From an optimization exercise on the open Yosys and OpenROAD flow, aimed at small area, a short achievable clock period and few clock cycles; shortcuts taken in it are not production practice. Only simulation tests tie the RTL to the original design; equivalence was not proved.

### design/flow/config.mk
export PLATFORM = sky130hd
export DESIGN_NAME = alu
export DESIGN_NICKNAME = alu
export VERILOG_FILES = /design/flow/design.v
export SDC_FILE = /design/flow/constraint.sdc
export NUM_CORES = 4
export LEC_CHECK = 0
export ABC_AREA = 1
export CAP_MARGIN = 20
export CORE_MARGIN = 2
export CORE_UTILIZATION = 40
export SLEW_MARGIN = 20
### design/flow/design.v
module alu #(
    parameter INST_W = 4,
    parameter INT_W  = 6,
    parameter FRAC_W = 10,
    parameter DATA_W = INT_W + FRAC_W
)(
    input                      i_clk,
    input                      i_rst_n,
    input                      i_in_valid,
    output                     o_busy,
    input         [INST_W-1:0] i_inst,
    input  signed [DATA_W-1:0] i_data_a,
    input  signed [DATA_W-1:0] i_data_b,
    output                     o_out_valid,
    output        [DATA_W-1:0] o_data
);
reg        v0;
reg [3:0]  op0;
reg [15:0] a0, b0;
reg        busy_r;
always @(posedge i_clk) begin
    op0 <= i_inst;
    b0  <= i_data_b;
    if (!busy_r) a0 <= i_data_a;
end
reg        s1_res;       
reg        s1_mac;       
reg        s1_sin;       
reg        s1_neg;       
reg  [2:0] row_cnt;      
reg  [3:0] t_cnt;        
reg        out_valid_r;
wire s0_res  = v0 && (op0 != 4'b1001);
wire s0_row  = v0 && (op0 == 4'b1001);
wire s0_last = s0_row && (row_cnt == 3'd7);
wire rows7   = s0_row ? (row_cnt == 3'd6) : (row_cnt == 3'd7);
wire mac0    = s0_res && (op0 == 4'b0010);
always @(posedge i_clk or negedge i_rst_n) begin
    if (!i_rst_n) begin
        v0          <= 1'b0;
        s1_res      <= 1'b0;
        s1_mac      <= 1'b0;
        row_cnt     <= 3'd0;
        t_cnt       <= 4'd0;
        busy_r      <= 1'b0;
        out_valid_r <= 1'b0;
    end else begin
        v0          <= i_in_valid;
        s1_res      <= s0_res;
        s1_mac      <= mac0;
        if (s0_row) row_cnt <= row_cnt + 3'd1;
        if (s0_last) t_cnt <= 4'd8;
        else if (t_cnt != 4'd0) t_cnt <= t_cnt + 4'd1;
        busy_r      <= (i_in_valid && rows7) || (busy_r && (t_cnt != 4'd13));
        out_valid_r <= s1_res || t_cnt[3];
    end
end
always @(posedge i_clk) begin
    s1_sin <= (op0 == 4'b0011);
    s1_neg <= a0[11];
end
assign o_busy      = busy_r;
assign o_out_valid = out_valid_r;
reg [13:0] m [0:7];
reg [3:0]  r7lo;
integer i;
always @(posedge i_clk) begin
    if (s0_row && !s0_last) begin
        for (i = 0; i < 8; i = i + 1)
            m[i] <= {m[i][11:0], a0[(14-i*2)+:2]};
    end
    if (s0_last) r7lo <= a0[3:0];
end
wire        is_sub = op0[0];
wire [15:0] bx     = is_sub ? ~b0 : b0;
wire [15:0] sum_r  = a0 + bx + {15'd0, is_sub};
reg  [15:0] addsub_r;
always @(*) begin
    if (!a0[15] && !bx[15] && sum_r[15])      addsub_r = 16'h7FFF;
    else if (a0[15] && bx[15] && !sum_r[15])  addsub_r = 16'h8000;
    else                                      addsub_r = sum_r;
end
wire [15:0] ma = a0;
wire [15:0] mb = b0;
wire bm_w1 = mb[1];
wire bm_w2 = mb[0] ^ 1'b0;
wire bm_w3 = (mb[1] & ~mb[0] & ~1'b0) | (~mb[1] & mb[0] & 1'b0);
wire bm_w4 = ((bm_w2 & ma[0])) ^ bm_w1;
wire bm_w5 = ((bm_w2 & ma[1]) | (bm_w3 & ma[0])) ^ bm_w1;
wire bm_w6 = ((bm_w2 & ma[2]) | (bm_w3 & ma[1])) ^ bm_w1;
wire bm_w7 = ((bm_w2 & ma[3]) | (bm_w3 & ma[2])) ^ bm_w1;
wire bm_w8 = ((bm_w2 & ma[4]) | (bm_w3 & ma[3])) ^ bm_w1;
wire bm_w9 = ((bm_w2 & ma[5]) | (bm_w3 & ma[4])) ^ bm_w1;
wire bm_w10 = ((bm_w2 & ma[6]) | (bm_w3 & ma[5])) ^ bm_w1;
wire bm_w11 = ((bm_w2 & ma[7]) | (bm_w3 & ma[6])) ^ bm_w1;
wire bm_w12 = ((bm_w2 & ma[8]) | (bm_w3 & ma[7])) ^ bm_w1;
wire bm_w13 = ((bm_w2 & ma[9]) | (bm_w3 & ma[8])) ^ bm_w1;
wire bm_w14 = ((bm_w2 & ma[10]) | (bm_w3 & ma[9])) ^ bm_w1;
wire bm_w15 = ((bm_w2 & ma[11]) | (bm_w3 & ma[10])) ^ bm_w1;
wire bm_w16 = ((bm_w2 & ma[12]) | (bm_w3 & ma[11])) ^ bm_w1;
wire bm_w17 = ((bm_w2 & ma[13]) | (bm_w3 & ma[12])) ^ bm_w1;
wire bm_w18 = ((bm_w2 & ma[14]) | (bm_w3 & ma[13])) ^ bm_w1;
wire bm_w19 = ((bm_w2 & ma[15]) | (bm_w3 & ma[14])) ^ bm_w1;
wire bm_w20 = ~(((bm_w2 & ma[15]) | (bm_w3 & ma[15])) ^ bm_w1);
wire bm_w21 = mb[3];
wire bm_w22 = mb[2] ^ mb[1];
wire bm_w23 = (mb[3] & ~mb[2] & ~mb[1]) | (~mb[3] & mb[2] & mb[1]);
wire bm_w24 = ((bm_w22 & ma[0])) ^ bm_w21;
wire bm_w25 = ((bm_w22 & ma[1]) | (bm_w23 & ma[0])) ^ bm_w21;
wire bm_w26 = ((bm_w22 & ma[2]) | (bm_w23 & ma[1])) ^ bm_w21;
wire bm_w27 = ((bm_w22 & ma[3]) | (bm_w23 & ma[2])) ^ bm_w21;
wire bm_w28 = ((bm_w22 & ma[4]) | (bm_w23 & ma[3])) ^ bm_w21;
wire bm_w29 = ((bm_w22 & ma[5]) | (bm_w23 & ma[4])) ^ bm_w21;
wire bm_w30 = ((bm_w22 & ma[6]) | (bm_w23 & ma[5])) ^ bm_w21;
wire bm_w31 = ((bm_w22 & ma[7]) | (bm_w23 & ma[6])) ^ bm_w21;
wire bm_w32 = ((bm_w22 & ma[8]) | (bm_w23 & ma[7])) ^ bm_w21;
wire bm_w33 = ((bm_w22 & ma[9]) | (bm_w23 & ma[8])) ^ bm_w21;
wire bm_w34 = ((bm_w22 & ma[10]) | (bm_w23 & ma[9])) ^ bm_w21;
wire bm_w35 = ((bm_w22 & ma[11]) | (bm_w23 & ma[10])) ^ bm_w21;
wire bm_w36 = ((bm_w22 & ma[12]) | (bm_w23 & ma[11])) ^ bm_w21;
wire bm_w37 = ((bm_w22 & ma[13]) | (bm_w23 & ma[12])) ^ bm_w21;
wire bm_w38 = ((bm_w22 & ma[14]) | (bm_w23 & ma[13])) ^ bm_w21;
wire bm_w39 = ((bm_w22 & ma[15]) | (bm_w23 & ma[14])) ^ bm_w21;
wire bm_w40 = ~(((bm_w22 & ma[15]) | (bm_w23 & ma[15])) ^ bm_w21);
wire bm_w41 = mb[5];
wire bm_w42 = mb[4] ^ mb[3];
wire bm_w43 = (mb[5] & ~mb[4] & ~mb[3]) | (~mb[5] & mb[4] & mb[3]);
wire bm_w44 = ((bm_w42 & ma[0])) ^ bm_w41;
wire bm_w45 = ((bm_w42 & ma[1]) | (bm_w43 & ma[0])) ^ bm_w41;
wire bm_w46 = ((bm_w42 & ma[2]) | (bm_w43 & ma[1])) ^ bm_w41;
wire bm_w47 = ((bm_w42 & ma[3]) | (bm_w43 & ma[2])) ^ bm_w41;
wire bm_w48 = ((bm_w42 & ma[4]) | (bm_w43 & ma[3])) ^ bm_w41;
wire bm_w49 = ((bm_w42 & ma[5]) | (bm_w43 & ma[4])) ^ bm_w41;
wire bm_w50 = ((bm_w42 & ma[6]) | (bm_w43 & ma[5])) ^ bm_w41;
wire bm_w51 = ((bm_w42 & ma[7]) | (bm_w43 & ma[6])) ^ bm_w41;
wire bm_w52 = ((bm_w42 & ma[8]) | (bm_w43 & ma[7])) ^ bm_w41;
wire bm_w53 = ((bm_w42 & ma[9]) | (bm_w43 & ma[8])) ^ bm_w41;
wire bm_w54 = ((bm_w42 & ma[10]) | (bm_w43 & ma[9])) ^ bm_w41;
wire bm_w55 = ((bm_w42 & ma[11]) | (bm_w43 & ma[10])) ^ bm_w41;
wire bm_w56 = ((bm_w42 & ma[12]) | (bm_w43 & ma[11])) ^ bm_w41;
wire bm_w57 = ((bm_w42 & ma[13]) | (bm_w43 & ma[12])) ^ bm_w41;
wire bm_w58 = ((bm_w42 & ma[14]) | (bm_w43 & ma[13])) ^ bm_w41;
wire bm_w59 = ((bm_w42 & ma[15]) | (bm_w43 & ma[14])) ^ bm_w41;
wire bm_w60 = ~(((bm_w42 & ma[15]) | (bm_w43 & ma[15])) ^ bm_w41);
wire bm_w61 = mb[7];
wire bm_w62 = mb[6] ^ mb[5];
wire bm_w63 = (mb[7] & ~mb[6] & ~mb[5]) | (~mb[7] & mb[6] & mb[5]);
wire bm_w64 = ((bm_w62 & ma[0])) ^ bm_w61;
wire bm_w65 = ((bm_w62 & ma[1]) | (bm_w63 & ma[0])) ^ bm_w61;
wire bm_w66 = ((bm_w62 & ma[2]) | (bm_w63 & ma[1])) ^ bm_w61;
wire bm_w67 = ((bm_w62 & ma[3]) | (bm_w63 & ma[2])) ^ bm_w61;
wire bm_w68 = ((bm_w62 & ma[4]) | (bm_w63 & ma[3])) ^ bm_w61;
wire bm_w69 = ((bm_w62 & ma[5]) | (bm_w63 & ma[4])) ^ bm_w61;
wire bm_w70 = ((bm_w62 & ma[6]) | (bm_w63 & ma[5])) ^ bm_w61;
wire bm_w71 = ((bm_w62 & ma[7]) | (bm_w63 & ma[6])) ^ bm_w61;
wire bm_w72 = ((bm_w62 & ma[8]) | (bm_w63 & ma[7])) ^ bm_w61;
wire bm_w73 = ((bm_w62 & ma[9]) | (bm_w63 & ma[8])) ^ bm_w61;
wire bm_w74 = ((bm_w62 & ma[10]) | (bm_w63 & ma[9])) ^ bm_w61;
wire bm_w75 = ((bm_w62 & ma[11]) | (bm_w63 & ma[10])) ^ bm_w61;
wire bm_w76 = ((bm_w62 & ma[12]) | (bm_w63 & ma[11])) ^ bm_w61;
wire bm_w77 = ((bm_w62 & ma[13]) | (bm_w63 & ma[12])) ^ bm_w61;
wire bm_w78 = ((bm_w62 & ma[14]) | (bm_w63 & ma[13])) ^ bm_w61;
wire bm_w79 = ((bm_w62 & ma[15]) | (bm_w63 & ma[14])) ^ bm_w61;
wire bm_w80 = ~(((bm_w62 & ma[15]) | (bm_w63 & ma[15])) ^ bm_w61);
wire bm_w81 = mb[9];
wire bm_w82 = mb[8] ^ mb[7];
wire bm_w83 = (mb[9] & ~mb[8] & ~mb[7]) | (~mb[9] & mb[8] & mb[7]);
wire bm_w84 = ((bm_w82 & ma[0])) ^ bm_w81;
wire bm_w85 = ((bm_w82 & ma[1]) | (bm_w83 & ma[0])) ^ bm_w81;
wire bm_w86 = ((bm_w82 & ma[2]) | (bm_w83 & ma[1])) ^ bm_w81;
wire bm_w87 = ((bm_w82 & ma[3]) | (bm_w83 & ma[2])) ^ bm_w81;
wire bm_w88 = ((bm_w82 & ma[4]) | (bm_w83 & ma[3])) ^ bm_w81;
wire bm_w89 = ((bm_w82 & ma[5]) | (bm_w83 & ma[4])) ^ bm_w81;
wire bm_w90 = ((bm_w82 & ma[6]) | (bm_w83 & ma[5])) ^ bm_w81;
wire bm_w91 = ((bm_w82 & ma[7]) | (bm_w83 & ma[6])) ^ bm_w81;
wire bm_w92 = ((bm_w82 & ma[8]) | (bm_w83 & ma[7])) ^ bm_w81;
wire bm_w93 = ((bm_w82 & ma[9]) | (bm_w83 & ma[8])) ^ bm_w81;
wire bm_w94 = ((bm_w82 & ma[10]) | (bm_w83 & ma[9])) ^ bm_w81;
wire bm_w95 = ((bm_w82 & ma[11]) | (bm_w83 & ma[10])) ^ bm_w81;
wire bm_w96 = ((bm_w82 & ma[12]) | (bm_w83 & ma[11])) ^ bm_w81;
wire bm_w97 = ((bm_w82 & ma[13]) | (bm_w83 & ma[12])) ^ bm_w81;
wire bm_w98 = ((bm_w82 & ma[14]) | (bm_w83 & ma[13])) ^ bm_w81;
wire bm_w99 = ((bm_w82 & ma[15]) | (bm_w83 & ma[14])) ^ bm_w81;
wire bm_w100 = ~(((bm_w82 & ma[15]) | (bm_w83 & ma[15])) ^ bm_w81);
wire bm_w101 = mb[11];
wire bm_w102 = mb[10] ^ mb[9];
wire bm_w103 = (mb[11] & ~mb[10] & ~mb[9]) | (~mb[11] & mb[10] & mb[9]);
wire bm_w104 = ((bm_w102 & ma[0])) ^ bm_w101;
wire bm_w105 = ((bm_w102 & ma[1]) | (bm_w103 & ma[0])) ^ bm_w101;
wire bm_w106 = ((bm_w102 & ma[2]) | (bm_w103 & ma[1])) ^ bm_w101;
wire bm_w107 = ((bm_w102 & ma[3]) | (bm_w103 & ma[2])) ^ bm_w101;
wire bm_w108 = ((bm_w102 & ma[4]) | (bm_w103 & ma[3])) ^ bm_w101;
wire bm_w109 = ((bm_w102 & ma[5]) | (bm_w103 & ma[4])) ^ bm_w101;
wire bm_w110 = ((bm_w102 & ma[6]) | (bm_w103 & ma[5])) ^ bm_w101;
wire bm_w111 = ((bm_w102 & ma[7]) | (bm_w103 & ma[6])) ^ bm_w101;
wire bm_w112 = ((bm_w102 & ma[8]) | (bm_w103 & ma[7])) ^ bm_w101;
wire bm_w113 = ((bm_w102 & ma[9]) | (bm_w103 & ma[8])) ^ bm_w101;
wire bm_w114 = ((bm_w102 & ma[10]) | (bm_w103 & ma[9])) ^ bm_w101;
wire bm_w115 = ((bm_w102 & ma[11]) | (bm_w103 & ma[10])) ^ bm_w101;
wire bm_w116 = ((bm_w102 & ma[12]) | (bm_w103 & ma[11])) ^ bm_w101;
wire bm_w117 = ((bm_w102 & ma[13]) | (bm_w103 & ma[12])) ^ bm_w101;
wire bm_w118 = ((bm_w102 & ma[14]) | (bm_w103 & ma[13])) ^ bm_w101;
wire bm_w119 = ((bm_w102 & ma[15]) | (bm_w103 & ma[14])) ^ bm_w101;
wire bm_w120 = ~(((bm_w102 & ma[15]) | (bm_w103 & ma[15])) ^ bm_w101);
wire bm_w121 = mb[13];
wire bm_w122 = mb[12] ^ mb[11];
wire bm_w123 = (mb[13] & ~mb[12] & ~mb[11]) | (~mb[13] & mb[12] & mb[11]);
wire bm_w124 = ((bm_w122 & ma[0])) ^ bm_w121;
wire bm_w125 = ((bm_w122 & ma[1]) | (bm_w123 & ma[0])) ^ bm_w121;
wire bm_w126 = ((bm_w122 & ma[2]) | (bm_w123 & ma[1])) ^ bm_w121;
wire bm_w127 = ((bm_w122 & ma[3]) | (bm_w123 & ma[2])) ^ bm_w121;
wire bm_w128 = ((bm_w122 & ma[4]) | (bm_w123 & ma[3])) ^ bm_w121;
wire bm_w129 = ((bm_w122 & ma[5]) | (bm_w123 & ma[4])) ^ bm_w121;
wire bm_w130 = ((bm_w122 & ma[6]) | (bm_w123 & ma[5])) ^ bm_w121;
wire bm_w131 = ((bm_w122 & ma[7]) | (bm_w123 & ma[6])) ^ bm_w121;
wire bm_w132 = ((bm_w122 & ma[8]) | (bm_w123 & ma[7])) ^ bm_w121;
wire bm_w133 = ((bm_w122 & ma[9]) | (bm_w123 & ma[8])) ^ bm_w121;
wire bm_w134 = ((bm_w122 & ma[10]) | (bm_w123 & ma[9])) ^ bm_w121;
wire bm_w135 = ((bm_w122 & ma[11]) | (bm_w123 & ma[10])) ^ bm_w121;
wire bm_w136 = ((bm_w122 & ma[12]) | (bm_w123 & ma[11])) ^ bm_w121;
wire bm_w137 = ((bm_w122 & ma[13]) | (bm_w123 & ma[12])) ^ bm_w121;
wire bm_w138 = ((bm_w122 & ma[14]) | (bm_w123 & ma[13])) ^ bm_w121;
wire bm_w139 = ((bm_w122 & ma[15]) | (bm_w123 & ma[14])) ^ bm_w121;
wire bm_w140 = ~(((bm_w122 & ma[15]) | (bm_w123 & ma[15])) ^ bm_w121);
wire bm_w141 = mb[15];
wire bm_w142 = mb[14] ^ mb[13];
wire bm_w143 = (mb[15] & ~mb[14] & ~mb[13]) | (~mb[15] & mb[14] & mb[13]);
wire bm_w144 = ((bm_w142 & ma[0])) ^ bm_w141;
wire bm_w145 = ((bm_w142 & ma[1]) | (bm_w143 & ma[0])) ^ bm_w141;
wire bm_w146 = ((bm_w142 & ma[2]) | (bm_w143 & ma[1])) ^ bm_w141;
wire bm_w147 = ((bm_w142 & ma[3]) | (bm_w143 & ma[2])) ^ bm_w141;
wire bm_w148 = ((bm_w142 & ma[4]) | (bm_w143 & ma[3])) ^ bm_w141;
wire bm_w149 = ((bm_w142 & ma[5]) | (bm_w143 & ma[4])) ^ bm_w141;
wire bm_w150 = ((bm_w142 & ma[6]) | (bm_w143 & ma[5])) ^ bm_w141;
wire bm_w151 = ((bm_w142 & ma[7]) | (bm_w143 & ma[6])) ^ bm_w141;
wire bm_w152 = ((bm_w142 & ma[8]) | (bm_w143 & ma[7])) ^ bm_w141;
wire bm_w153 = ((bm_w142 & ma[9]) | (bm_w143 & ma[8])) ^ bm_w141;
wire bm_w154 = ((bm_w142 & ma[10]) | (bm_w143 & ma[9])) ^ bm_w141;
wire bm_w155 = ((bm_w142 & ma[11]) | (bm_w143 & ma[10])) ^ bm_w141;
wire bm_w156 = ((bm_w142 & ma[12]) | (bm_w143 & ma[11])) ^ bm_w141;
wire bm_w157 = ((bm_w142 & ma[13]) | (bm_w143 & ma[12])) ^ bm_w141;
wire bm_w158 = ((bm_w142 & ma[14]) | (bm_w143 & ma[13])) ^ bm_w141;
wire bm_w159 = ((bm_w142 & ma[15]) | (bm_w143 & ma[14])) ^ bm_w141;
wire bm_w160 = ~(((bm_w142 & ma[15]) | (bm_w143 & ma[15])) ^ bm_w141);
wire bm_w161 = bm_w14 ^ bm_w32;
wire bm_w162 = bm_w14 & bm_w32;
wire bm_w163 = bm_w15 ^ bm_w33;
wire bm_w164 = bm_w15 & bm_w33;
wire bm_w165 = bm_w16 ^ bm_w34 ^ bm_w52;
wire bm_w166 = (bm_w16 & bm_w34) | (bm_w16 & bm_w52) | (bm_w34 & bm_w52);
wire bm_w167 = bm_w70 ^ bm_w88;
wire bm_w168 = bm_w70 & bm_w88;
wire bm_w169 = bm_w17 ^ bm_w35 ^ bm_w53;
wire bm_w170 = (bm_w17 & bm_w35) | (bm_w17 & bm_w53) | (bm_w35 & bm_w53);
wire bm_w171 = bm_w71 ^ bm_w89;
wire bm_w172 = bm_w71 & bm_w89;
wire bm_w173 = bm_w18 ^ bm_w36 ^ bm_w54;
wire bm_w174 = (bm_w18 & bm_w36) | (bm_w18 & bm_w54) | (bm_w36 & bm_w54);
wire bm_w175 = bm_w72 ^ bm_w90 ^ bm_w108;
wire bm_w176 = (bm_w72 & bm_w90) | (bm_w72 & bm_w108) | (bm_w90 & bm_w108);
wire bm_w177 = bm_w126 ^ bm_w144;
wire bm_w178 = bm_w126 & bm_w144;
wire bm_w179 = bm_w19 ^ bm_w37 ^ bm_w55;
wire bm_w180 = (bm_w19 & bm_w37) | (bm_w19 & bm_w55) | (bm_w37 & bm_w55);
wire bm_w181 = bm_w73 ^ bm_w91 ^ bm_w109;
wire bm_w182 = (bm_w73 & bm_w91) | (bm_w73 & bm_w109) | (bm_w91 & bm_w109);
wire bm_w183 = bm_w127 ^ bm_w145;
wire bm_w184 = bm_w127 & bm_w145;
wire bm_w185 = bm_w20 ^ bm_w38 ^ bm_w56;
wire bm_w186 = (bm_w20 & bm_w38) | (bm_w20 & bm_w56) | (bm_w38 & bm_w56);
wire bm_w187 = bm_w74 ^ bm_w92 ^ bm_w110;
wire bm_w188 = (bm_w74 & bm_w92) | (bm_w74 & bm_w110) | (bm_w92 & bm_w110);
wire bm_w189 = bm_w128 ^ bm_w146 ^ 1'b1;
wire bm_w190 = (bm_w128 & bm_w146) | (bm_w128 & 1'b1) | (bm_w146 & 1'b1);
wire bm_w191 = bm_w39 ^ bm_w57 ^ bm_w75;
wire bm_w192 = (bm_w39 & bm_w57) | (bm_w39 & bm_w75) | (bm_w57 & bm_w75);
wire bm_w193 = bm_w93 ^ bm_w111 ^ bm_w129;
wire bm_w194 = (bm_w93 & bm_w111) | (bm_w93 & bm_w129) | (bm_w111 & bm_w129);
wire bm_w195 = bm_w147 ^ 1'b1;
wire bm_w196 = bm_w147 & 1'b1;
wire bm_w197 = bm_w40 ^ bm_w58 ^ bm_w76;
wire bm_w198 = (bm_w40 & bm_w58) | (bm_w40 & bm_w76) | (bm_w58 & bm_w76);
wire bm_w199 = bm_w94 ^ bm_w112 ^ bm_w130;
wire bm_w200 = (bm_w94 & bm_w112) | (bm_w94 & bm_w130) | (bm_w112 & bm_w130);
wire bm_w201 = bm_w59 ^ bm_w77 ^ bm_w95;
wire bm_w202 = (bm_w59 & bm_w77) | (bm_w59 & bm_w95) | (bm_w77 & bm_w95);
wire bm_w203 = bm_w113 ^ bm_w131;
wire bm_w204 = bm_w113 & bm_w131;
wire bm_w205 = bm_w60 ^ bm_w78 ^ bm_w96;
wire bm_w206 = (bm_w60 & bm_w78) | (bm_w60 & bm_w96) | (bm_w78 & bm_w96);
wire bm_w207 = bm_w79 ^ bm_w97;
wire bm_w208 = bm_w79 & bm_w97;
wire bm_w209 = bm_w10 ^ bm_w28;
wire bm_w210 = bm_w10 & bm_w28;
wire bm_w211 = bm_w11 ^ bm_w29;
wire bm_w212 = bm_w11 & bm_w29;
wire bm_w213 = bm_w12 ^ bm_w30 ^ bm_w48;
wire bm_w214 = (bm_w12 & bm_w30) | (bm_w12 & bm_w48) | (bm_w30 & bm_w48);
wire bm_w215 = bm_w66 ^ bm_w84;
wire bm_w216 = bm_w66 & bm_w84;
wire bm_w217 = bm_w13 ^ bm_w31 ^ bm_w49;
wire bm_w218 = (bm_w13 & bm_w31) | (bm_w13 & bm_w49) | (bm_w31 & bm_w49);
wire bm_w219 = bm_w67 ^ bm_w85;
wire bm_w220 = bm_w67 & bm_w85;
wire bm_w221 = bm_w161 ^ bm_w50 ^ bm_w68;
wire bm_w222 = (bm_w161 & bm_w50) | (bm_w161 & bm_w68) | (bm_w50 & bm_w68);
wire bm_w223 = bm_w86 ^ bm_w104 ^ bm_w101;
wire bm_w224 = (bm_w86 & bm_w104) | (bm_w86 & bm_w101) | (bm_w104 & bm_w101);
wire bm_w225 = bm_w162 ^ bm_w163 ^ bm_w51;
wire bm_w226 = (bm_w162 & bm_w163) | (bm_w162 & bm_w51) | (bm_w163 & bm_w51);
wire bm_w227 = bm_w69 ^ bm_w87 ^ bm_w105;
wire bm_w228 = (bm_w69 & bm_w87) | (bm_w69 & bm_w105) | (bm_w87 & bm_w105);
wire bm_w229 = bm_w164 ^ bm_w165 ^ bm_w167;
wire bm_w230 = (bm_w164 & bm_w165) | (bm_w164 & bm_w167) | (bm_w165 & bm_w167);
wire bm_w231 = bm_w106 ^ bm_w124 ^ bm_w121;
wire bm_w232 = (bm_w106 & bm_w124) | (bm_w106 & bm_w121) | (bm_w124 & bm_w121);
wire bm_w233 = bm_w166 ^ bm_w168 ^ bm_w169;
wire bm_w234 = (bm_w166 & bm_w168) | (bm_w166 & bm_w169) | (bm_w168 & bm_w169);
wire bm_w235 = bm_w171 ^ bm_w107 ^ bm_w125;
wire bm_w236 = (bm_w171 & bm_w107) | (bm_w171 & bm_w125) | (bm_w107 & bm_w125);
wire bm_w237 = bm_w170 ^ bm_w172 ^ bm_w173;
wire bm_w238 = (bm_w170 & bm_w172) | (bm_w170 & bm_w173) | (bm_w172 & bm_w173);
wire bm_w239 = bm_w175 ^ bm_w177 ^ bm_w141;
wire bm_w240 = (bm_w175 & bm_w177) | (bm_w175 & bm_w141) | (bm_w177 & bm_w141);
wire bm_w241 = bm_w174 ^ bm_w176 ^ bm_w178;
wire bm_w242 = (bm_w174 & bm_w176) | (bm_w174 & bm_w178) | (bm_w176 & bm_w178);
wire bm_w243 = bm_w179 ^ bm_w181 ^ bm_w183;
wire bm_w244 = (bm_w179 & bm_w181) | (bm_w179 & bm_w183) | (bm_w181 & bm_w183);
wire bm_w245 = bm_w180 ^ bm_w182 ^ bm_w184;
wire bm_w246 = (bm_w180 & bm_w182) | (bm_w180 & bm_w184) | (bm_w182 & bm_w184);
wire bm_w247 = bm_w185 ^ bm_w187 ^ bm_w189;
wire bm_w248 = (bm_w185 & bm_w187) | (bm_w185 & bm_w189) | (bm_w187 & bm_w189);
wire bm_w249 = bm_w186 ^ bm_w188 ^ bm_w190;
wire bm_w250 = (bm_w186 & bm_w188) | (bm_w186 & bm_w190) | (bm_w188 & bm_w190);
wire bm_w251 = bm_w191 ^ bm_w193 ^ bm_w195;
wire bm_w252 = (bm_w191 & bm_w193) | (bm_w191 & bm_w195) | (bm_w193 & bm_w195);
wire bm_w253 = bm_w192 ^ bm_w194 ^ bm_w196;
wire bm_w254 = (bm_w192 & bm_w194) | (bm_w192 & bm_w196) | (bm_w194 & bm_w196);
wire bm_w255 = bm_w197 ^ bm_w199 ^ bm_w148;
wire bm_w256 = (bm_w197 & bm_w199) | (bm_w197 & bm_w148) | (bm_w199 & bm_w148);
wire bm_w257 = bm_w198 ^ bm_w200 ^ bm_w201;
wire bm_w258 = (bm_w198 & bm_w200) | (bm_w198 & bm_w201) | (bm_w200 & bm_w201);
wire bm_w259 = bm_w203 ^ bm_w149 ^ 1'b1;
wire bm_w260 = (bm_w203 & bm_w149) | (bm_w203 & 1'b1) | (bm_w149 & 1'b1);
wire bm_w261 = bm_w202 ^ bm_w204 ^ bm_w205;
wire bm_w262 = (bm_w202 & bm_w204) | (bm_w202 & bm_w205) | (bm_w204 & bm_w205);
wire bm_w263 = bm_w114 ^ bm_w132 ^ bm_w150;
wire bm_w264 = (bm_w114 & bm_w132) | (bm_w114 & bm_w150) | (bm_w132 & bm_w150);
wire bm_w265 = bm_w206 ^ bm_w207 ^ bm_w115;
wire bm_w266 = (bm_w206 & bm_w207) | (bm_w206 & bm_w115) | (bm_w207 & bm_w115);
wire bm_w267 = bm_w133 ^ bm_w151 ^ 1'b1;
wire bm_w268 = (bm_w133 & bm_w151) | (bm_w133 & 1'b1) | (bm_w151 & 1'b1);
wire bm_w269 = bm_w208 ^ bm_w80 ^ bm_w98;
wire bm_w270 = (bm_w208 & bm_w80) | (bm_w208 & bm_w98) | (bm_w80 & bm_w98);
wire bm_w271 = bm_w116 ^ bm_w134 ^ bm_w152;
wire bm_w272 = (bm_w116 & bm_w134) | (bm_w116 & bm_w152) | (bm_w134 & bm_w152);
wire bm_w273 = bm_w99 ^ bm_w117 ^ bm_w135;
wire bm_w274 = (bm_w99 & bm_w117) | (bm_w99 & bm_w135) | (bm_w117 & bm_w135);
wire bm_w275 = bm_w153 ^ 1'b1;
wire bm_w276 = bm_w153 & 1'b1;
wire bm_w277 = bm_w100 ^ bm_w118 ^ bm_w136;
wire bm_w278 = (bm_w100 & bm_w118) | (bm_w100 & bm_w136) | (bm_w118 & bm_w136);
wire bm_w279 = bm_w119 ^ bm_w137;
wire bm_w280 = bm_w119 & bm_w137;
wire bm_w281 = bm_w8 ^ bm_w26;
wire bm_w282 = bm_w8 & bm_w26;
wire bm_w283 = bm_w9 ^ bm_w27;
wire bm_w284 = bm_w9 & bm_w27;
wire bm_w285 = bm_w209 ^ bm_w46 ^ bm_w64;
wire bm_w286 = (bm_w209 & bm_w46) | (bm_w209 & bm_w64) | (bm_w46 & bm_w64);
wire bm_w287 = bm_w210 ^ bm_w211 ^ bm_w47;
wire bm_w288 = (bm_w210 & bm_w211) | (bm_w210 & bm_w47) | (bm_w211 & bm_w47);
wire bm_w289 = bm_w212 ^ bm_w213 ^ bm_w215;
wire bm_w290 = (bm_w212 & bm_w213) | (bm_w212 & bm_w215) | (bm_w213 & bm_w215);
wire bm_w291 = bm_w214 ^ bm_w216 ^ bm_w217;
wire bm_w292 = (bm_w214 & bm_w216) | (bm_w214 & bm_w217) | (bm_w216 & bm_w217);
wire bm_w293 = bm_w218 ^ bm_w220 ^ bm_w221;
wire bm_w294 = (bm_w218 & bm_w220) | (bm_w218 & bm_w221) | (bm_w220 & bm_w221);
wire bm_w295 = bm_w222 ^ bm_w224 ^ bm_w225;
wire bm_w296 = (bm_w222 & bm_w224) | (bm_w222 & bm_w225) | (bm_w224 & bm_w225);
wire bm_w297 = bm_w226 ^ bm_w228 ^ bm_w229;
wire bm_w298 = (bm_w226 & bm_w228) | (bm_w226 & bm_w229) | (bm_w228 & bm_w229);
wire bm_w299 = bm_w230 ^ bm_w232 ^ bm_w233;
wire bm_w300 = (bm_w230 & bm_w232) | (bm_w230 & bm_w233) | (bm_w232 & bm_w233);
wire bm_w301 = bm_w234 ^ bm_w236 ^ bm_w237;
wire bm_w302 = (bm_w234 & bm_w236) | (bm_w234 & bm_w237) | (bm_w236 & bm_w237);
wire bm_w303 = bm_w238 ^ bm_w240 ^ bm_w241;
wire bm_w304 = (bm_w238 & bm_w240) | (bm_w238 & bm_w241) | (bm_w240 & bm_w241);
wire bm_w305 = bm_w242 ^ bm_w244 ^ bm_w245;
wire bm_w306 = (bm_w242 & bm_w244) | (bm_w242 & bm_w245) | (bm_w244 & bm_w245);
wire bm_w307 = bm_w246 ^ bm_w248 ^ bm_w249;
wire bm_w308 = (bm_w246 & bm_w248) | (bm_w246 & bm_w249) | (bm_w248 & bm_w249);
wire bm_w309 = bm_w250 ^ bm_w252 ^ bm_w253;
wire bm_w310 = (bm_w250 & bm_w252) | (bm_w250 & bm_w253) | (bm_w252 & bm_w253);
wire bm_w311 = bm_w254 ^ bm_w256 ^ bm_w257;
wire bm_w312 = (bm_w254 & bm_w256) | (bm_w254 & bm_w257) | (bm_w256 & bm_w257);
wire bm_w313 = bm_w258 ^ bm_w260 ^ bm_w261;
wire bm_w314 = (bm_w258 & bm_w260) | (bm_w258 & bm_w261) | (bm_w260 & bm_w261);
wire bm_w315 = bm_w262 ^ bm_w264 ^ bm_w265;
wire bm_w316 = (bm_w262 & bm_w264) | (bm_w262 & bm_w265) | (bm_w264 & bm_w265);
wire bm_w317 = bm_w266 ^ bm_w268 ^ bm_w269;
wire bm_w318 = (bm_w266 & bm_w268) | (bm_w266 & bm_w269) | (bm_w268 & bm_w269);
wire bm_w319 = bm_w270 ^ bm_w272 ^ bm_w273;
wire bm_w320 = (bm_w270 & bm_w272) | (bm_w270 & bm_w273) | (bm_w272 & bm_w273);
wire bm_w321 = bm_w274 ^ bm_w276 ^ bm_w277;
wire bm_w322 = (bm_w274 & bm_w276) | (bm_w274 & bm_w277) | (bm_w276 & bm_w277);
wire bm_w323 = bm_w278 ^ bm_w279 ^ bm_w155;
wire bm_w324 = (bm_w278 & bm_w279) | (bm_w278 & bm_w155) | (bm_w279 & bm_w155);
wire bm_w325 = bm_w280 ^ bm_w120 ^ bm_w138;
wire bm_w326 = (bm_w280 & bm_w120) | (bm_w280 & bm_w138) | (bm_w120 & bm_w138);
wire bm_w327 = bm_w139 ^ bm_w157;
wire bm_w328 = bm_w139 & bm_w157;
wire bm_w329 = bm_w6 ^ bm_w24;
wire bm_w330 = bm_w6 & bm_w24;
wire bm_w331 = bm_w7 ^ bm_w25;
wire bm_w332 = bm_w7 & bm_w25;
wire bm_w333 = bm_w281 ^ bm_w44 ^ bm_w41;
wire bm_w334 = (bm_w281 & bm_w44) | (bm_w281 & bm_w41) | (bm_w44 & bm_w41);
wire bm_w335 = bm_w282 ^ bm_w283 ^ bm_w45;
wire bm_w336 = (bm_w282 & bm_w283) | (bm_w282 & bm_w45) | (bm_w283 & bm_w45);
wire bm_w337 = bm_w284 ^ bm_w285 ^ bm_w61;
wire bm_w338 = (bm_w284 & bm_w285) | (bm_w284 & bm_w61) | (bm_w285 & bm_w61);
wire bm_w339 = bm_w286 ^ bm_w287 ^ bm_w65;
wire bm_w340 = (bm_w286 & bm_w287) | (bm_w286 & bm_w65) | (bm_w287 & bm_w65);
wire bm_w341 = bm_w288 ^ bm_w289 ^ bm_w81;
wire bm_w342 = (bm_w288 & bm_w289) | (bm_w288 & bm_w81) | (bm_w289 & bm_w81);
wire bm_w343 = bm_w290 ^ bm_w291 ^ bm_w219;
wire bm_w344 = (bm_w290 & bm_w291) | (bm_w290 & bm_w219) | (bm_w291 & bm_w219);
wire bm_w345 = bm_w292 ^ bm_w293 ^ bm_w223;
wire bm_w346 = (bm_w292 & bm_w293) | (bm_w292 & bm_w223) | (bm_w293 & bm_w223);
wire bm_w347 = bm_w294 ^ bm_w295 ^ bm_w227;
wire bm_w348 = (bm_w294 & bm_w295) | (bm_w294 & bm_w227) | (bm_w295 & bm_w227);
wire bm_w349 = bm_w296 ^ bm_w297 ^ bm_w231;
wire bm_w350 = (bm_w296 & bm_w297) | (bm_w296 & bm_w231) | (bm_w297 & bm_w231);
wire bm_w351 = bm_w298 ^ bm_w299 ^ bm_w235;
wire bm_w352 = (bm_w298 & bm_w299) | (bm_w298 & bm_w235) | (bm_w299 & bm_w235);
wire bm_w353 = bm_w300 ^ bm_w301 ^ bm_w239;
wire bm_w354 = (bm_w300 & bm_w301) | (bm_w300 & bm_w239) | (bm_w301 & bm_w239);
wire bm_w355 = bm_w302 ^ bm_w303 ^ bm_w243;
wire bm_w356 = (bm_w302 & bm_w303) | (bm_w302 & bm_w243) | (bm_w303 & bm_w243);
wire bm_w357 = bm_w304 ^ bm_w305 ^ bm_w247;
wire bm_w358 = (bm_w304 & bm_w305) | (bm_w304 & bm_w247) | (bm_w305 & bm_w247);
wire bm_w359 = bm_w306 ^ bm_w307 ^ bm_w251;
wire bm_w360 = (bm_w306 & bm_w307) | (bm_w306 & bm_w251) | (bm_w307 & bm_w251);
wire bm_w361 = bm_w308 ^ bm_w309 ^ bm_w255;
wire bm_w362 = (bm_w308 & bm_w309) | (bm_w308 & bm_w255) | (bm_w309 & bm_w255);
wire bm_w363 = bm_w310 ^ bm_w311 ^ bm_w259;
wire bm_w364 = (bm_w310 & bm_w311) | (bm_w310 & bm_w259) | (bm_w311 & bm_w259);
wire bm_w365 = bm_w312 ^ bm_w313 ^ bm_w263;
wire bm_w366 = (bm_w312 & bm_w313) | (bm_w312 & bm_w263) | (bm_w313 & bm_w263);
wire bm_w367 = bm_w314 ^ bm_w315 ^ bm_w267;
wire bm_w368 = (bm_w314 & bm_w315) | (bm_w314 & bm_w267) | (bm_w315 & bm_w267);
wire bm_w369 = bm_w316 ^ bm_w317 ^ bm_w271;
wire bm_w370 = (bm_w316 & bm_w317) | (bm_w316 & bm_w271) | (bm_w317 & bm_w271);
wire bm_w371 = bm_w318 ^ bm_w319 ^ bm_w275;
wire bm_w372 = (bm_w318 & bm_w319) | (bm_w318 & bm_w275) | (bm_w319 & bm_w275);
wire bm_w373 = bm_w320 ^ bm_w321 ^ bm_w154;
wire bm_w374 = (bm_w320 & bm_w321) | (bm_w320 & bm_w154) | (bm_w321 & bm_w154);
wire bm_w375 = bm_w322 ^ bm_w323 ^ 1'b1;
wire bm_w376 = (bm_w322 & bm_w323) | (bm_w322 & 1'b1) | (bm_w323 & 1'b1);
wire bm_w377 = bm_w324 ^ bm_w325 ^ bm_w156;
wire bm_w378 = (bm_w324 & bm_w325) | (bm_w324 & bm_w156) | (bm_w325 & bm_w156);
wire bm_w379 = bm_w326 ^ bm_w327 ^ 1'b1;
wire bm_w380 = (bm_w326 & bm_w327) | (bm_w326 & 1'b1) | (bm_w327 & 1'b1);
wire bm_w381 = bm_w328 ^ bm_w140 ^ bm_w158;
wire bm_w382 = (bm_w328 & bm_w140) | (bm_w328 & bm_w158) | (bm_w140 & bm_w158);
wire bm_w383 = bm_w159 ^ 1'b1;
wire bm_w384 = bm_w159 & 1'b1;
wire [31:0] bm_x = {1'b1, bm_w384, bm_w382, bm_w380, bm_w378, bm_w376, bm_w374, bm_w372, bm_w370, bm_w368, bm_w366, bm_w364, bm_w362, bm_w360, bm_w358, bm_w356, bm_w354, bm_w352, bm_w350, bm_w348, bm_w346, bm_w344, bm_w342, bm_w340, bm_w338, bm_w336, bm_w334, bm_w332, bm_w330, bm_w329, bm_w5, bm_w4};
wire [31:0] bm_y = {1'b0, bm_w160, bm_w383, bm_w381, bm_w379, bm_w377, bm_w375, bm_w373, bm_w371, bm_w369, bm_w367, bm_w365, bm_w363, bm_w361, bm_w359, bm_w357, bm_w355, bm_w353, bm_w351, bm_w349, bm_w347, bm_w345, bm_w343, bm_w341, bm_w339, bm_w337, bm_w335, bm_w333, bm_w331, bm_w21, 1'b0, bm_w1};
wire [31:0] prod = bm_x + bm_y;
wire [11:0] sin_x = a0[11:0];
wire [10:0] sin_u = sin_x[11] ? (~sin_x[10:0] + 11'd1) : sin_x[10:0];
wire [12:0] sin_rom;
localparam [2047:0] SIN_T0 = 2048'h71c70e3c78f0e1e1e1f0f83e0f81f01f80ff00ff800fff800007fffffffffff80000fff800ff807f80f7871e38f1c71ce38c739c6739cc663319998cccccc9999b3266cd9366d936c926dbffe003ff007f807f80fc07e07e07c1f83e1f078471e38e71c71ce39c639ce718ce7398ce63399ccc66633333199999999b33332666ccd993266c99326c9b26c9b64db649b6d924924924924925b6d24b6d25b4b696d2d2d2d2d2d2d296b4a5ad294a5294a56b5a95ad4ad4ad5a952a54a952ad5aa55aad56ab55aa955aab556aa9556aaa5556aaa95554aaaad55556aaaaab55555552aaaaaaaaa55555555555555552aaaaaaaaaaaaaaaaaaaaaaaaaaaaaaaaaaaa;
assign sin_rom[0] = SIN_T0[sin_u];
localparam [2047:0] SIN_T1 = 2048'hfc0fe03f80fe01fe00ff801ff800fff8000ffff8000007fffffffffffffffffffff000000ffff8000f7f81fc0fe07e0fc0f83e0783e0f87c3e1e1f0f0f0f1e1e3c3870e1c78e1c70e38e3fffffc00007fff8000fff8007ff801ffc01ff8007e03f07e07e0fc1f83e0f81f0f83e0f07c3e1f0f8783c3c3e1e1e1e1e3c3c3c7870f1e1c3870e1c38f1c38f1c78e3871c71e38e38e38e38e39c71c738e39c738e71ce31ce31ce31ce738c631ce739ce7398c6319ce7318ce6319cc67319cce63399cce673399cce66333998cce6673339998ccce66673333199998cccccc666666633333333339999999999999999ccccccccccccccccccccccccccccccccccccc;
assign sin_rom[1] = SIN_T1[sin_u];
localparam [2047:0] SIN_T2 = 2048'h3ffe0007ffe0001ffff800007fffff800000007fffffffffffffffffffffffffffffffff3fffffff08001fff0007ff000ffc007fc00ff803fe01ff00ff01fe03fc07f01f80fe07f03f03ffffffffff80000000ffffff800001ffffe000078003ff8007ff001ffc00ffe00ffdff007fc01ff007fc03fc01fe01fe03fc03f807f01fe03f80fe03f01fc0fe07f03f81f81fc0fc0fc0fc0fc1f81f83f03e07c0f81f03e0fc1f03e0f83f07c1f07c1f07c1f07c1e0f83e0f07c1e0f87c1e0f07c3e1f0f87c3e1f0f87c3c1e0f0f8783c3e1e0f0f078783c3c1e1e1f0f0f0f87878783c3c3c3c3c1e1e1e1e1e1e1e1e0f0f0f0f0f0f0f0f0f0f0f0f0f0f0f0f0f0f0;
assign sin_rom[2] = SIN_T2[sin_u];
localparam [2047:0] SIN_T3 = 2048'h1ffffffe000000007ffffffffff8000000000000000000000000000000000000000003fffffffffffe0000007fffff000007ffff00003fffe0000fffe0003fff8001fff0007ffc003ffffffffffffffffff000000000001fffffffffffffc000007ffffe00000fffff00000007fffe00007fffc0001fffe0003fffc0007ffe0003fff0003ffe000fff8003ffe001fff000fff000ffe001ffc003ff800ffe003ff001ffc00ffc007fe007fe007fe007fe00ffc00ff801ff007fe00ff803fe00ff803fe00ff803fe00ff007fc03fe00ff007f803fc01fe01ff00ff007f807fc03fc03fc01fe01fe01fe01fe00ff00ff00ff00ff00ff00ff00ff00ff00ff00;
assign sin_rom[3] = SIN_T3[sin_u];
localparam [2047:0] SIN_T4 = 2048'h1fffffffffffffffffff8000000000000000000000000000000000000000003ffffffff00000000007ffffffffff8000000003ffffffff00000003ffffffe0000007fffffdfffffffffffffffffffffffffffffe00000000000000000007ffffffffff0000000000007ffffffff800000001fffffffc00000007ffffffc0000003ffffff0000003fffffe000000ffffff000001fffffc00000fffffc00001fffff000007ffff800007ffff80000fffff00001ffff80000ffffc0000ffffc0000ffffc0000ffff80003ffff00007fffc0001fffe0000ffff80007fffc0003fffe0001fffe0001ffff0000ffff0000ffff0000ffff0000ffff0000;
assign sin_rom[4] = SIN_T4[sin_u];
localparam [2047:0] SIN_T5 = 2048'h7ffffffffffffffffffffffffffffffffffffffffffffffffffffffffffff800000000000000000003fffffffffffffffc00000000000007fffffffffffffffffffffffffffffffffffffffffffffffffffffff8000000000000000001ffff800000000000000001fffffffffffffff800000000000003ffffffffffffc000000000000fffffffffffe00000000000ffffffffffe00000000007fffffffff8000000000fffffffffe000000000fffffffff000000000fffffffff000000003ffffffff800000001ffffffff000000007fffffffc00000001fffffffe00000000ffffffff00000000ffffffff00000000;
assign sin_rom[5] = SIN_T5[sin_u];
localparam [2047:0] SIN_T6 = 2048'h3ffffffffffffffffffffffffffffffffffffffc000000000000000000000000000007fffffffffffffffffffffffffffffffffffffffffffff800000000000000000000000000000000000000000000000001fffffffffffffffffffffffffffffc0000000000000000000000000fffffffffffffffffffffff0000000000000000000007fffffffffffffffffff0000000000000000000ffffffffffffffffff000000000000000003ffffffffffffffffe00000000000000007fffffffffffffffe0000000000000000ffffffffffffffff0000000000000000;
assign sin_rom[6] = SIN_T6[sin_u];
localparam [2047:0] SIN_T7 = 2048'h3ffffffff0000000000000000000000000000000000000000000000000000000000007fffffe0000000000000000000000000000000000000007fffffffffffffffffffffffffffffffffffffffffffffffffe0000000000000000000000000000000000000000000000000000000ffffffffffffffffffffffffffffffffffffffffffff800000000000000000000000000000000000000fffffffffffffffffffffffffffffffffffc0000000000000000000000000000000007ffffffffffffffffffffffffffffffff00000000000000000000000000000000;
assign sin_rom[7] = SIN_T7[sin_u];
localparam [2047:0] SIN_T8 = 2048'h3ffffffffffffffffffffffffffffffffffffffffffffffffffffffffffffffffffff80000000000000000000000000000000000000000000007fffffffffffffffffffffffffffffffffffffffffffffffffffffffffffffffffffffffffffffffffffffffffffffffffffffffff00000000000000000000000000000000000000000000000000000000000000000000000000000000000fffffffffffffffffffffffffffffffffffffffffffffffffffffffffffffffffffff80000000000000000000000000000000000000000000000000000000000000000;
assign sin_rom[8] = SIN_T8[sin_u];
localparam [2047:0] SIN_T9 = 2048'h3ffffffff0000000000000000000000000000000000000000000000000000000000000000001ffffffffffffffffffffffffffffffffffffffffffffffffffffffffffffffffffffffffffffffffffffffffffffffffffffffffffffffffffffffffffffffffffffffffffffffffffffffffffffffffffffffffffffffffffffffffffffffffffffffffffffffffffffffffffffffffffff00000000000000000000000000000000000000000000000000000000000000000000000000000000000000000000000000000000000000000000000000000000000000;
assign sin_rom[9] = SIN_T9[sin_u];
localparam [2047:0] SIN_T10 = 2048'h3ffffffffffffffffffffffffffffffffffffffffffffffffffffffffffffffffffffffffffffffffffffffffffffffffffffffffffffffffff80000000000000000000000000000000000000000000000000000000000000000000000000000000000000000000000000000000000000000000000000000000000000000000000000000000000000000000000000000000000000000000000000000000000000000000000000000000000000000000000000000000000000000000000000000000000000000000000000000000000000000000000000000000000;
assign sin_rom[10] = SIN_T10[sin_u];
localparam [2047:0] SIN_T11 = 2048'hffffffffffffffffffffffffffffffffffffffffffffffffffffffffffffffffffffffffffc00000000000000000000000000000000000000000000000000000000000000000000000000000000000000000000000000000000000000000000000000000000000000000000000000000000000000000000000000000000000000000000000000000000000000000000000000000000000000000000000000000000000000000000000000000000000000000000000000000000000000000000000000000000000000000000000000000000000000000000000000000000000000000000000000000000000000000000000000000000000000000000000000000;
assign sin_rom[11] = SIN_T11[sin_u];
localparam [2047:0] SIN_T12 = 2048'hffffffffffffffffffffffffffffffffffffffffffffffffffffffffffffffffffffffffffc00000000000000000000000000000000000000000000000000000000000000000000000000000000000000000000000000000000000000000000000000000000000000000000000000000000000000000000000000000000000000000000000000000000000000000000000000000000000000000000000000000000000000000000000000000000000000000000000000000000000000000000000000000000000000000000000000000000000000000000000000000000000000000000000000000000000000000000000000000000000000000000000000000;
assign sin_rom[12] = SIN_T12[sin_u];
wire [12:0] sin_m = {sin_rom[12], sin_rom[11] | (sin_x == 12'h800), sin_rom[10:0]};
wire [15:0] gray_r = a0 ^ {1'b0, a0[15:1]};
reg  [4:0] zeros;
integer j;
always @(*) begin
    zeros = 5'd0;
    for (j = 0; j < 16; j = j + 1) zeros = zeros + {4'd0, ~a0[j]};
end
wire        is_lrcw = (op0 == 4'b0101);
wire [15:0] fs_hi   = is_lrcw ? b0 : a0;
wire [15:0] fs_lo   = is_lrcw ? ~b0 : a0;
wire [4:0]  fs_sh   = is_lrcw ? zeros : {1'b0, b0[3:0]};
wire [31:0] fs_w    = {fs_hi, fs_lo} >> fs_sh;
wire [15:0] fs_r    = fs_w[15:0];
reg  [4:0] clz;
integer k;
always @(*) begin
    clz = 5'd16;
    for (k = 0; k < 16; k = k + 1) if (a0[k]) clz = 5'd15 - k[4:0];
end
wire [15:0] clz_r = {11'd0, clz};
reg  [15:0] rm_r;
integer n;
always @(*) begin
    for (n = 0; n < 13; n = n + 1) rm_r[n] = (a0[n+:4] == b0[(15-n)-:4]);
    rm_r[15:13] = 3'b000;
end
reg [15:0] res0;
always @(*) begin
    case (op0)
    4'b0000, 4'b0001: res0 = addsub_r;
    4'b0011:          res0 = {3'b000, sin_m};
    4'b0100:          res0 = gray_r;
    4'b0101, 4'b0110: res0 = fs_r;
    4'b0111:          res0 = clz_r;
    default:          res0 = rm_r;
    endcase
end
reg [31:0] r1;
always @(posedge i_clk) r1 <= (op0 == 4'b0010) ? prod : {16'd0, res0};
reg  [35:0] acc;
wire [35:0] mac = {{4{r1[31]}}, r1} + acc;
reg  [35:0] acc_n;
always @(*) begin
    if (!r1[31] && !acc[35] && mac[35])      acc_n = {1'b0, {35{1'b1}}};
    else if (r1[31] && acc[35] && !mac[35])  acc_n = {1'b1, {35{1'b0}}};
    else                                     acc_n = mac;
end
always @(posedge i_clk or negedge i_rst_n) begin
    if (!i_rst_n) acc <= 36'd0;
    else if (s1_mac) acc <= acc_n;
end
reg [15:0] mac_r;
always @(*) begin
    if (acc_n[35] == 1'b0) begin
        if (acc_n[34:0] >= {{10{1'b0}}, {16{1'b1}}, {9{1'b0}}}) mac_r = 16'h7FFF;
        else mac_r = acc_n[25:10] + {15'd0, acc_n[9]};
    end else begin
        if (acc_n[34:0] <= {{10{1'b1}}, {16{1'b0}}, {9{1'b1}}}) mac_r = 16'h8000;
        else mac_r = acc_n[25:10] + {15'd0, acc_n[9]};
    end
end
wire [12:0] sin_s = s1_neg ? (~r1[12:0] + 13'd1) : r1[12:0];
wire [2:0]  tc    = t_cnt[2:0];
wire [1:0]  t_lst = (tc == 3'd6) ? r7lo[3:2] : (tc == 3'd7) ? r7lo[1:0] : a0[(14-tc*2)+:2];
wire [15:0] t_col = {m[tc], t_lst};
reg [15:0] o_data_r;
always @(posedge i_clk) begin
    if (t_cnt[3])    o_data_r <= t_col;
    else if (s1_mac) o_data_r <= mac_r;
    else if (s1_sin) o_data_r <= {{3{sin_s[12]}}, sin_s};
    else             o_data_r <= r1[15:0];
end
assign o_data = o_data_r;
endmodule
### design/flow/constraint.sdc
create_clock -name core_clock -period 27.0 [get_ports {i_clk}]
set_input_delay 5.4000 -clock core_clock [delete_from_list [all_inputs] [get_ports {i_clk}]]
set_output_delay 5.4000 -clock core_clock [all_outputs]
set_load 0.01 [all_outputs]
### design/flow/run.sh
#!/bin/bash
# synth_recipe.tcl (not shown) runs the flow's synth.tcl, then flattens the netlist and writes it again
# the make line also repeats each setting of config.mk as NAME=value (left out here)
make -C /OpenROAD-flow-scripts/flow DESIGN_CONFIG=/design/flow/config.mk WORK_HOME=/design/flow/orfs CLKGATE_MAP_FILE= SYNTH_SCRIPT=/design/flow/synth_recipe.tcl finish
==> results.txt <==
[how the worst max path moves through the flow]
stage	start	to	slack, ns
finish	busy_r$_DFF_PN0_	o_busy	20.03
global route	b0[13]$_DFF_P_	r1[28]$_SDFF_PN0_	19.60
CTS	busy_r$_DFF_PN0_	o_busy	20.01
detailed placement	a0[13]$_DFFE_PN_	r1[2]$_DFF_P_	20.25
global placement	a0[13]$_DFFE_PN_	r1[4]$_DFF_P_	20.38
floorplan	op0[3]$_DFF_P_	m[0][0]$_DFFE_PP_	20.69
[cell type report]
cell class | instances | area, um2
Timing Repair Buffer | 144 | 1240
Sequential cell | 250 | 6570
Clock inverter | 13 | 164
Clock buffer | 43 | 840
Inverter | 472 | 1770
Multi-Input combinational cell | 3498 | 20400
Fill cell | 7767 | 41100
Antenna cell | 1 | 2.50
Tap cell | 959 | 1200
[sequential cells by signal, summed over array words and instances, names as in the netlist, 3 cells and up]
| signal | cells |
|---|---|
| m | 112 |
| acc | 36 |
| r1 | 32 |
| a0 | 16 |
| b0 | 16 |
| o_data_r | 16 |
| op0 | 4 |
| r7lo | 4 |
| t_cnt | 4 |
| row_cnt | 3 |
[layer usage]
metal	track usage [%]	vias to the layer above	share of wire, %
met5	0	-	0.022
met4	13.5	4	4.8
met3	7.00	442	12
met2	49.0	2115	42
met1	44.4	15300	41
li1	-	15000	-
[cells in the final DEF (no fill, tap or decap), types with 16 or more instances in the layout]
master                            synthesis  final
sky130_fd_sc_hd__ha_1                   155    155
sky130_fd_sc_hd__clkbuf_16                0     30
sky130_fd_sc_hd__nand4_1                 78     78
sky130_fd_sc_hd__a31oi_1                 64     64
sky130_fd_sc_hd__dfxtp_1                 70     70
sky130_fd_sc_hd__o211ai_1                59     59
sky130_fd_sc_hd__fa_1                    95     95
sky130_fd_sc_hd__a21oi_1                257    257
sky130_fd_sc_hd__o221ai_1                20     20
sky130_fd_sc_hd__o2111ai_1               29     29
sky130_fd_sc_hd__inv_1                  442    440
sky130_fd_sc_hd__edfxtp_1               132    132
sky130_fd_sc_hd__nor3_1                  35     35
sky130_fd_sc_hd__clkdlybuf4s50_1          0     55
sky130_fd_sc_hd__o22ai_1                139    139
sky130_fd_sc_hd__buf_4                    1     87
sky130_fd_sc_hd__xor2_1                 178    174
sky130_fd_sc_hd__o21ai_0                356    353
sky130_fd_sc_hd__nand2_1               1176   1173
sky130_fd_sc_hd__nand3_1                224    224
sky130_fd_sc_hd__or2_2                   16     16
sky130_fd_sc_hd__xnor2_1                 42     42
sky130_fd_sc_hd__nand3b_1                17     17
sky130_fd_sc_hd__o21ai_1                 34     34
sky130_fd_sc_hd__dfrtp_1                 48     47
sky130_fd_sc_hd__o31ai_1                 17     17
sky130_fd_sc_hd__nor2_1                 341    336
sky130_fd_sc_hd__nand2_2                 17     20
sky130_fd_sc_hd__clkinv_1                16     17
[kinds of logic (layout without fill, tap and decap cells)]
group	Yosys count	in the layout	share of synthesized area, %
AOI/OAI and AO/OA	1082	1082	21.5
xor gates and xnor gates	220	220	6.48
adders and majority gates	250	250	12.9
buffers and inverters	719	672	9.54
DFF	250	250	22.1
muxes	7	7	0.236
other	0	1	0
and+or+nand+nor	1939	1939	27.3
[per-stage QoR]
stage	setup WS (ns)	instances	cell area [um2]
floorplan	20.69	4467	29700
global placement	20.38	5322	31200
detailed placement	20.25	5322	31200
CTS	20.01	5378	32200
global route	19.60	5379	32200
finish	20.03	5380	32200
==> impl_metrics.xml <==
<?xml version="1.0" encoding="UTF-8"?>
<metrics>
  <group name="cts">
    <metric name="numCtsBuffers" unit="">30</metric>
    <metric name="cts_setup_buffers" unit="">0</metric>
    <metric name="clk_path_buf_depth" unit="">3</metric>
    <metric name="insertion_delay" unit="ns">0.61</metric>
    <metric name="tritoncts" unit="">yes</metric>
    <metric name="clock_sinks" unit="">250</metric>
    <metric name="htree_levels" unit="">1</metric>
    <metric name="post_cts.resized_instances" unit="">0</metric>
    <metric name="clk_transition_reported_paths" unit="ns">0.06</metric>
    <metric name="root_buffer" unit="">sky130_fd_sc_hd__clkbuf_16</metric>
    <metric name="cts.hold.buffers_added" unit="">0</metric>
  </group>
  <group name="floorplan">
    <metric name="start_util" unit="%">40.6</metric>
    <metric name="die_w" unit="um">277</metric>
    <metric name="fp-row-count" unit="">99</metric>
    <metric name="number_of_i_o_pins" unit="">57</metric>
    <metric name="die_h" unit="um">277</metric>
    <metric name="core-area" unit="um2">73300</metric>
    <metric name="fp.dieArea" unit="um2">76600</metric>
  </group>
  <group name="cells_and_area">
    <metric name="num-nets-final" unit="">4685</metric>
    <metric name="drive_above_1_share" unit="%">5.14</metric>
    <metric name="finish.utilization" unit="%">43.9</metric>
    <metric name="area_growth_syn_to_layout" unit="%">8.34</metric>
  </group>
  <group name="timing">
    <metric name="max_freq" unit="MHz">143</metric>
    <metric name="final.period_utilization" unit="%">25.8</metric>
    <metric name="worst_clock_skew" unit="ns">0.0422</metric>
    <metric name="final-hold-violation-count" unit="">0</metric>
    <metric name="timing.setup.tns" unit="ns">0</metric>
    <metric name="tightest_slew" unit="ns">1.23</metric>
    <metric name="slew_violations" unit="">0</metric>
    <metric name="fin_crit" unit="ns">6.97</metric>
    <metric name="hold_slack" unit="ns">0.444</metric>
    <metric name="final-setup-viol-count" unit="">0</metric>
    <metric name="rsz_0062_raised_after_global_routing" unit="">false</metric>
    <metric name="timing.max_slew.rel_slack" unit="%">17.6</metric>
  </group>
  <group name="setup_path">
    <metric name="worst-endpoint-required" unit="ns">21.60</metric>
    <metric name="crit_buf_inv" unit="">1</metric>
    <metric name="regToRegSetupSlack" unit="ns">20.03</metric>
    <metric name="rr_worst_depth" unit="">22</metric>
    <metric name="timing.critical_path.slowest_stage_cell" unit="">sky130_fd_sc_hd__clkdlybuf4s50_1</metric>
    <metric name="critPathMaxFanout" unit="">3</metric>
    <metric name="crit_path_end_kind" unit="">primary output</metric>
    <metric name="cp.arrival" unit="ns">1.57</metric>
    <metric name="worst-setup-path-type" unit="">reg2out</metric>
    <metric name="cpLargestDelayFamily" unit="">buffers and inverters</metric>
    <metric name="worstSetupStartpointType" unit="">register</metric>
    <metric name="r2r_start" unit="">a0[13]$_DFFE_PN_</metric>
    <metric name="worst_r2r_endpoint" unit="">r1[9]$_DFF_P_</metric>
    <metric name="worstPathCellList" unit="">clkdlybuf4s50_1</metric>
    <metric name="cp_slowest_stage_delay" unit="ns">0.57</metric>
    <metric name="worst-path-stages" unit="">1</metric>
  </group>
  <group name="global_route">
    <metric name="grt_pass1_vias" unit="">30600</metric>
    <metric name="initial_antenna_violation_count" unit="">4</metric>
    <metric name="grtUsageTotal" unit="%">32.3</metric>
    <metric name="grt_first_pass_wirelength" unit="um">192000</metric>
    <metric name="grt_max_degree" unit="">81</metric>
    <metric name="grt_residual_overflow" unit="">0</metric>
  </group>
  <group name="routing">
    <metric name="via_per_inst" unit="">6.10</metric>
    <metric name="sum_of_routed_wire_length_over_all_layers" unit="um">128000</metric>
    <metric name="routed_wire_length_per_instance" unit="um">23.8</metric>
    <metric name="routed-via-count" unit="">32800</metric>
    <metric name="drt_iter0_markers" unit="">4819</metric>
    <metric name="dr.pass1.iters" unit="">9</metric>
    <metric name="drc" unit="">0</metric>
    <metric name="ant_nets" unit="">0</metric>
  </group>
  <group name="hold_path">
    <metric name="holdPathStages" unit="">0</metric>
    <metric name="hold_path_startpoint" unit="">m[0][4]$_DFFE_PP_</metric>
    <metric name="worstHoldPathType" unit="">reg2reg</metric>
    <metric name="whs_endpoint" unit="">m[0][6]$_DFFE_PP_</metric>
  </group>
  <group name="yosys">
    <metric name="synthCells" unit="">4467</metric>
    <metric name="synthesis.nets" unit="">4756</metric>
    <metric name="netlist-cell-type-count" unit="">65</metric>
    <metric name="most_used_dff_post_synth" unit="">sky130_fd_sc_hd__edfxtp_1</metric>
    <metric name="synth_top_area_share" unit="%">14.8</metric>
    <metric name="synth_top_area_cell" unit="">sky130_fd_sc_hd__nand2_1</metric>
    <metric name="proportion_of_register_bits_with_asynchronous_set_or_reset_after_synthesis" unit="%">19.2</metric>
    <metric name="synth_enable_flop_cells" unit="">132</metric>
    <metric name="synth_common_cells" unit="">sky130_fd_sc_hd__nand2_1, sky130_fd_sc_hd__inv_1, sky130_fd_sc_hd__o21ai_0</metric>
    <metric name="synth_most_common_cell" unit="">sky130_fd_sc_hd__nand2_1</metric>
    <metric name="synthesis.area_per_instance" unit="um2">6.66</metric>
    <metric name="yosys_register_bits" unit="">250</metric>
    <metric name="yosysSeqAreaShare" unit="%">22.1</metric>
    <metric name="synth.yosys.warnings" unit="">2</metric>
    <metric name="ys_top_cells_by_area" unit="">sky130_fd_sc_hd__nand2_1, sky130_fd_sc_hd__edfxtp_1, sky130_fd_sc_hd__ha_1</metric>
    <metric name="netlist_area" unit="um2">29700</metric>
  </group>
  <group name="placed_design">
    <metric name="total_of_buffers_placed_on_input_and_output_ports" unit="">56</metric>
    <metric name="dp_hpwl" unit="um">94100</metric>
    <metric name="gp_congestion" unit="">1.05</metric>
  </group>
  <group name="run">
    <metric name="maxCapViolations" unit="">0</metric>
  </group>
  <group name="run_status">
    <metric name="status" unit="">complete, no violations</metric>
  </group>
</metrics>
Testbench counts, summed over its fixed seeds: cycles 3,586.

static timing again, ports no longer ideal:
Ports are ideal in the flow. The routed layout listed here was re-timed in OpenROAD.
Step 1 sets driving cells, clkbuf_16 on the clock port and buf_2 on the other inputs (assumed; they add their load-dependent delay and slew).
Step 2 adds t to the input delays and takes it off the output delays; t is the mean of the earliest and latest rising clock arrival at the registers after step 1. Input paths then give back, and output paths get back, about the clock's delay inside the block.
Slacks: no drivers / after step 1 / after step 2; pairs: no drivers / after step 1.
t (ns): 0.655
setup slack, ns: 20.026 / 19.961 / 20.029
hold WS [ns]: 0.444 / 0.444 / 0.444
cell pins on the clock port's net: 1
After both steps this run still meets setup and hold. The setup slack of this run moves by -0.065 ns with the drivers and by +0.003 ns with both steps.
